Background: an optimization exercise with open tools, aiming at small area, a short achievable clock period and few clock cycles per item. Do not read the settings as production practice.
The RTL was checked by simulation tests, not by an equivalence proof against the original design.
Power figures rest on the tool's default switching activity, not on a simulated workload.

==> flow/design.v <==
module dot4s(input [3:0] a0, input [3:0] b0, input [3:0] a1, input [3:0] b1, output [12:0] p);
    wire pp0_00 = a0[0] & b0[0];
    wire pp0_01 = a0[0] & b0[1];
    wire pp0_02 = a0[0] & b0[2];
    wire pp0_03 = ~a0[0] | ~b0[3];
    wire pp0_10 = a0[1] & b0[0];
    wire pp0_11 = a0[1] & b0[1];
    wire pp0_12 = a0[1] & b0[2];
    wire pp0_13 = ~a0[1] | ~b0[3];
    wire pp0_20 = a0[2] & b0[0];
    wire pp0_21 = a0[2] & b0[1];
    wire pp0_22 = a0[2] & b0[2];
    wire pp0_23 = a0[2] & b0[3];
    wire pp0_23n = ~a0[2] | ~b0[3];
    wire pp0_30 = ~a0[3] | ~b0[0];
    wire pp0_31 = ~a0[3] | ~b0[1];
    wire pp0_32 = ~a0[3] | ~b0[2];
    wire pp0_33 = a0[3] & b0[3];
    wire pp1_00 = a1[0] & b1[0];
    wire pp1_01 = a1[0] & b1[1];
    wire pp1_02 = a1[0] & b1[2];
    wire pp1_03 = ~a1[0] | ~b1[3];
    wire pp1_10 = a1[1] & b1[0];
    wire pp1_11 = a1[1] & b1[1];
    wire pp1_12 = a1[1] & b1[2];
    wire pp1_13 = ~a1[1] | ~b1[3];
    wire pp1_20 = a1[2] & b1[0];
    wire pp1_21 = a1[2] & b1[1];
    wire pp1_22 = a1[2] & b1[2];
    wire pp1_23 = ~a1[2] | ~b1[3];
    wire pp1_30 = ~a1[3] | ~b1[0];
    wire pp1_31 = ~a1[3] | ~b1[1];
    wire pp1_32 = ~a1[3] | ~b1[2];
    wire pp1_33 = a1[3] & b1[3];
    wire s1 = pp0_00 ^ pp1_00;
    wire c2 = pp0_00 & pp1_00;
    wire s3 = pp0_01 ^ pp0_10 ^ pp1_01;
    wire c4 = (pp0_01 & pp0_10) | (pp0_01 & pp1_01) | (pp0_10 & pp1_01);
    wire s5 = pp1_10 ^ c2 ^ s3;
    wire c6 = (pp1_10 & c2) | (pp1_10 & s3) | (c2 & s3);
    wire s7 = pp0_02 ^ pp0_11 ^ pp0_20;
    wire c8 = (pp0_02 & pp0_11) | (pp0_02 & pp0_20) | (pp0_11 & pp0_20);
    wire s9 = pp1_02 ^ pp1_11 ^ pp1_20;
    wire c10 = (pp1_02 & pp1_11) | (pp1_02 & pp1_20) | (pp1_11 & pp1_20);
    wire s11 = c4 ^ s7 ^ s9;
    wire c12 = (c4 & s7) | (c4 & s9) | (s7 & s9);
    wire s13 = c6 ^ s11;
    wire c14 = c6 & s11;
    wire s15 = pp0_03 ^ pp0_12 ^ pp0_21;
    wire c16 = (pp0_03 & pp0_12) | (pp0_03 & pp0_21) | (pp0_12 & pp0_21);
    wire s17 = pp0_30 ^ pp1_03 ^ pp1_12;
    wire c18 = (pp0_30 & pp1_03) | (pp0_30 & pp1_12) | (pp1_03 & pp1_12);
    wire s19 = pp1_21 ^ pp1_30 ^ c10;
    wire c20 = (pp1_21 & pp1_30) | (pp1_21 & c10) | (pp1_30 & c10);
    wire s21 = c8 ^ s15 ^ s17;
    wire c22 = (c8 & s15) | (c8 & s17) | (s15 & s17);
    wire s23 = c12 ^ s19 ^ s21;
    wire c24 = (c12 & s19) | (c12 & s21) | (s19 & s21);
    wire s25 = c14 ^ s23;
    wire c26 = c14 & s23;
    wire s27 = pp0_13 ^ pp0_22 ^ pp0_31;
    wire c28 = (pp0_13 & pp0_22) | (pp0_13 & pp0_31) | (pp0_22 & pp0_31);
    wire s29 = pp1_13 ^ pp1_22 ^ pp1_31;
    wire c30 = (pp1_13 & pp1_22) | (pp1_13 & pp1_31) | (pp1_22 & pp1_31);
    wire s31 = c16 ^ c18 ^ s27;
    wire c32 = (c16 & c18) | (c16 & s27) | (c18 & s27);
    wire s33 = s29 ^ c20 ^ c22;
    wire c34 = (s29 & c20) | (s29 & c22) | (c20 & c22);
    wire s35 = s31 ^ c24 ^ s33;
    wire c36 = (s31 & c24) | (s31 & s33) | (c24 & s33);
    wire s37 = c26 ^ s35;
    wire c38 = c26 & s35;
    wire s39 = pp0_23 ^ pp0_32 ^ pp1_23;
    wire c40 = (pp0_23 & pp0_32) | (pp0_23 & pp1_23) | (pp0_32 & pp1_23);
    wire s41 = pp1_32 ^ c28 ^ c30;
    wire c42 = (pp1_32 & c28) | (pp1_32 & c30) | (c28 & c30);
    wire s43 = s39 ^ c32 ^ s41;
    wire c44 = (s39 & c32) | (s39 & s41) | (c32 & s41);
    wire s45 = c34 ^ s43 ^ c36;
    wire c46 = (c34 & s43) | (c34 & c36) | (s43 & c36);
    wire s47 = c38 ^ s45;
    wire c48 = c38 & s45;
    wire s49 = pp0_23n ^ pp0_33 ^ pp1_33;
    wire c50 = (pp0_23n & pp0_33) | (pp0_23n & pp1_33) | (pp0_33 & pp1_33);
    wire s51 = c40 ^ s49 ^ c42;
    wire c52 = (c40 & s49) | (c40 & c42) | (s49 & c42);
    wire s53 = c44 ^ s51;
    wire c54 = c44 & s51;
    wire s55 = c50 ^ c52;
    wire c56 = c50 & c52;
    assign p = {s53, 1'b0, s55, c48, c56, c54, c46, s47, s37, s25, s13, s5, s1};
endmodule
module dotfin(input [12:0] p, output [8:0] y);
    wire [2:0] hi = p[8:6] + p[11:9] + p[12];
    assign y = {~hi[2], hi[1:0], p[5:0]};
endmodule
module axis_matmul2x2 #(parameter W = 13) (
    input                       clk             ,
    input                       rst             ,
    input                       s_axis_tvalid   ,
    input     [31 : 0]          s_axis_tdata    ,
    input                       s_axis_tlast    ,
    output                      s_axis_tready   ,
    output                      m_axis_tvalid   ,
    output    [31 : 0]          m_axis_tdata    ,
    output                      m_axis_tlast    ,
    input                       m_axis_tready
);
    wire [3:0] ia0 = s_axis_tdata[3:0];
    wire [3:0] ia1 = s_axis_tdata[11:8];
    wire [3:0] ib0 = s_axis_tdata[19:16];
    wire [3:0] ib1 = s_axis_tdata[27:24];
    reg       hv;
    reg [3:0] h_a00, h_a10, h_b00, h_b01;
    reg       mv, mrow;
    reg [3:0] ma0, ma1;
    reg [3:0] mb00, mb01, mb10, mb11;
    reg       ov;
    reg [W-1:0] oc0, oc1;    
    wire out_free  = !ov || m_axis_tready;
    wire do_comp   = mv && out_free;
    wire comp_last = do_comp && !mrow;
    reg rdy_x, rdy_y;
    assign s_axis_tready = rdy_x || (rdy_y && m_axis_tready);
    wire s_fire = s_axis_tvalid && s_axis_tready;
    wire [W-1:0] dot0, dot1;
    dot4s u_d0(.a0(ma0), .b0(mb00), .a1(ma1), .b1(mb10), .p(dot0));
    dot4s u_d1(.a0(ma0), .b0(mb01), .a1(ma1), .b1(mb11), .p(dot1));
    wire [8:0] c0, c1;
    dotfin u_f0(.p(oc0), .y(c0));
    dotfin u_f1(.p(oc1), .y(c1));
    wire hv_n   = s_fire ? !hv : hv;
    wire mv_n   = (s_fire && hv) ? 1'b1 : comp_last ? 1'b0 : mv;
    wire mrow_n = (s_fire && hv) ? 1'b1 : do_comp ? 1'b0 : mrow;
    wire ov_n   = do_comp ? 1'b1 : m_axis_tready ? 1'b0 : ov;
    always @(posedge clk) begin
        if (rst) begin
            hv <= 1'b0;
            mv <= 1'b0;
            mrow <= 1'b0;
            ov <= 1'b0;
            rdy_x <= 1'b1;
            rdy_y <= 1'b1;
        end else begin
            hv <= hv_n;
            mv <= mv_n;
            mrow <= mrow_n;
            ov <= ov_n;
            rdy_x <= hv_n ? (!mv_n || (!mrow_n && !ov_n)) : (!mv_n || !mrow_n || !ov_n);
            rdy_y <= !hv_n || !mrow_n;
        end
    end
    always @(posedge clk) begin
        if (s_fire && !hv) begin
            h_a00 <= ia0;
            h_a10 <= ia1;
            h_b00 <= ib0;
            h_b01 <= ib1;
        end
        if (s_fire && hv)
            h_a10 <= ia0;
        if (s_fire && hv) begin
            ma0  <= h_a10;
            ma1  <= ia1;
            mb00 <= h_b00;
            mb01 <= h_b01;
            mb10 <= ib0;
            mb11 <= ib1;
        end else if (do_comp && mrow) begin
            ma0 <= h_a00;
            ma1 <= h_a10;
        end
        if (do_comp) begin
            oc0 <= dot0;
            oc1 <= dot1;
        end
    end
    assign m_axis_tvalid = ov;
    assign m_axis_tlast  = ov;
    assign m_axis_tdata  = {{7{c1[8]}}, c1, {7{c0[8]}}, c0};
endmodule
Settings: LEC_CHECK=0, CAP_MARGIN=20, CORE_MARGIN=2, CORE_UTILIZATION=40, PLACE_DENSITY=0.6, SETUP_SLACK_MARGIN=4.0, SLEW_MARGIN=20; clock period 7.5 ns.
standard.sh (not shown) runs the stock make flow with config.mk's settings and CLKGATE_MAP_FILE= SYNTH_SCRIPT=/design/flow/synth_recipe.tcl, a recipe that flattens the netlist after the stock synthesis.
==> flow/flow/run.sh <==
#!/bin/bash
# Standard ORFS layout, with two changes:
#  - synthesis runs Yosys's synth without its internal ABC pass (SYNTH_ARGS=-noabc),
#    so the full-adder extraction sees the RTL's adder structure directly;
#    the final ABC mapping still runs as usual;
#  - every input and output port still gets its own buffer, but a buf_1
#    instead of the slow delay buffer buffer_ports picks by default.
set -euo pipefail
bash standard.sh SYNTH_ARGS=-noabc \
  "BUFFER_PORTS_ARGS=-buffer_cell sky130_fd_sc_hd__buf_1" \
  finish > make_finish.log 2>&1
The starting point ran to the end with no violations.
Testbench counts at the start, summed over its fixed seeds: cycles 792, items 384.
==> next run, changes <==
--- a/flow/design.v
+++ b/flow/design.v
@@ -108,13 +108,13 @@
 );
     wire [3:0] ia0 = s_axis_tdata[3:0];
     wire [3:0] ia1 = s_axis_tdata[11:8];
     wire [3:0] ib0 = s_axis_tdata[19:16];
     wire [3:0] ib1 = s_axis_tdata[27:24];
     reg       hv;
-    reg [3:0] h_a00, h_a10, h_b00, h_b01;
+    reg [3:0] h_a0, h_a1, h_b00, h_b01;
     reg       mv, mrow;
     reg [3:0] ma0, ma1;
     reg [3:0] mb00, mb01, mb10, mb11;
     reg       ov;
     reg [W-1:0] oc0, oc1;    
     wire out_free  = !ov || m_axis_tready;
@@ -148,30 +148,31 @@
             ov <= ov_n;
             rdy_x <= hv_n ? (!mv_n || (!mrow_n && !ov_n)) : (!mv_n || !mrow_n || !ov_n);
             rdy_y <= !hv_n || !mrow_n;
         end
     end
     always @(posedge clk) begin
+        if (s_fire)
+            h_a0 <= ia0;
         if (s_fire && !hv) begin
-            h_a00 <= ia0;
-            h_a10 <= ia1;
+            h_a1  <= ia1;
             h_b00 <= ib0;
             h_b01 <= ib1;
+        end else if (s_fire && hv) begin
+            h_a1  <= h_a0;
         end
-        if (s_fire && hv)
-            h_a10 <= ia0;
         if (s_fire && hv) begin
-            ma0  <= h_a10;
+            ma0  <= h_a1;
             ma1  <= ia1;
             mb00 <= h_b00;
             mb01 <= h_b01;
             mb10 <= ib0;
             mb11 <= ib1;
         end else if (do_comp && mrow) begin
-            ma0 <= h_a00;
-            ma1 <= h_a10;
+            ma0 <= h_a1;
+            ma1 <= h_a0;
         end
         if (do_comp) begin
             oc0 <= dot0;
             oc1 <= dot1;
         end
     end
What happened:
- die area goes down by 0.84%
- sequential share of layout area goes down by 1.3 points
- combinational power stays flat
- worst setup slack is worse by 0.031 ns
- first-iteration DRC count goes down by 28%
- critical path depth goes up by 4
- final area goes up by 3.1%
- maximum frequency goes down by 0.89%
Testbench counts after the change, summed over its fixed seeds: cycles 792, items 384.

-- port drivers added, routing unchanged --
The flow's constraints put no driver on any port. The routed layouts listed below were extracted and timed again, unchanged, in two steps. Step 1 assumes that a clkbuf_16 drives the clock port and a buf_2 every other input. Step 2 adds t to the input delays and takes it off the output delays; t is the mean of the earliest and latest rising clock arrival at the registers after step 1. Input paths then give back, and output paths get back, about the clock's delay inside the block. Three values: ideal ports, drivers, drivers and shift; two values: the first two.
| run | t (ns) | setup slack, ns | worst setup path after step 2 | latest minus earliest clock arrival (ns) | worst register clock-pin slew, ns |
|---|---|---|---|---|---|
| the first run | 0.376 | 4.033 / 4.008 / 4.013 | input to output | 0.012 / 0.011 | 0.08 / 0.08 |
| the second run | 0.385 | 4.002 / 3.973 / 4.002 | register to register | 0.016 / 0.017 | 0.09 / 0.09 |
After both steps setup and hold are still met in every run listed. The setup slack of the first run, which loses most, moves by -0.025 ns with the drivers and by -0.020 ns with both steps.
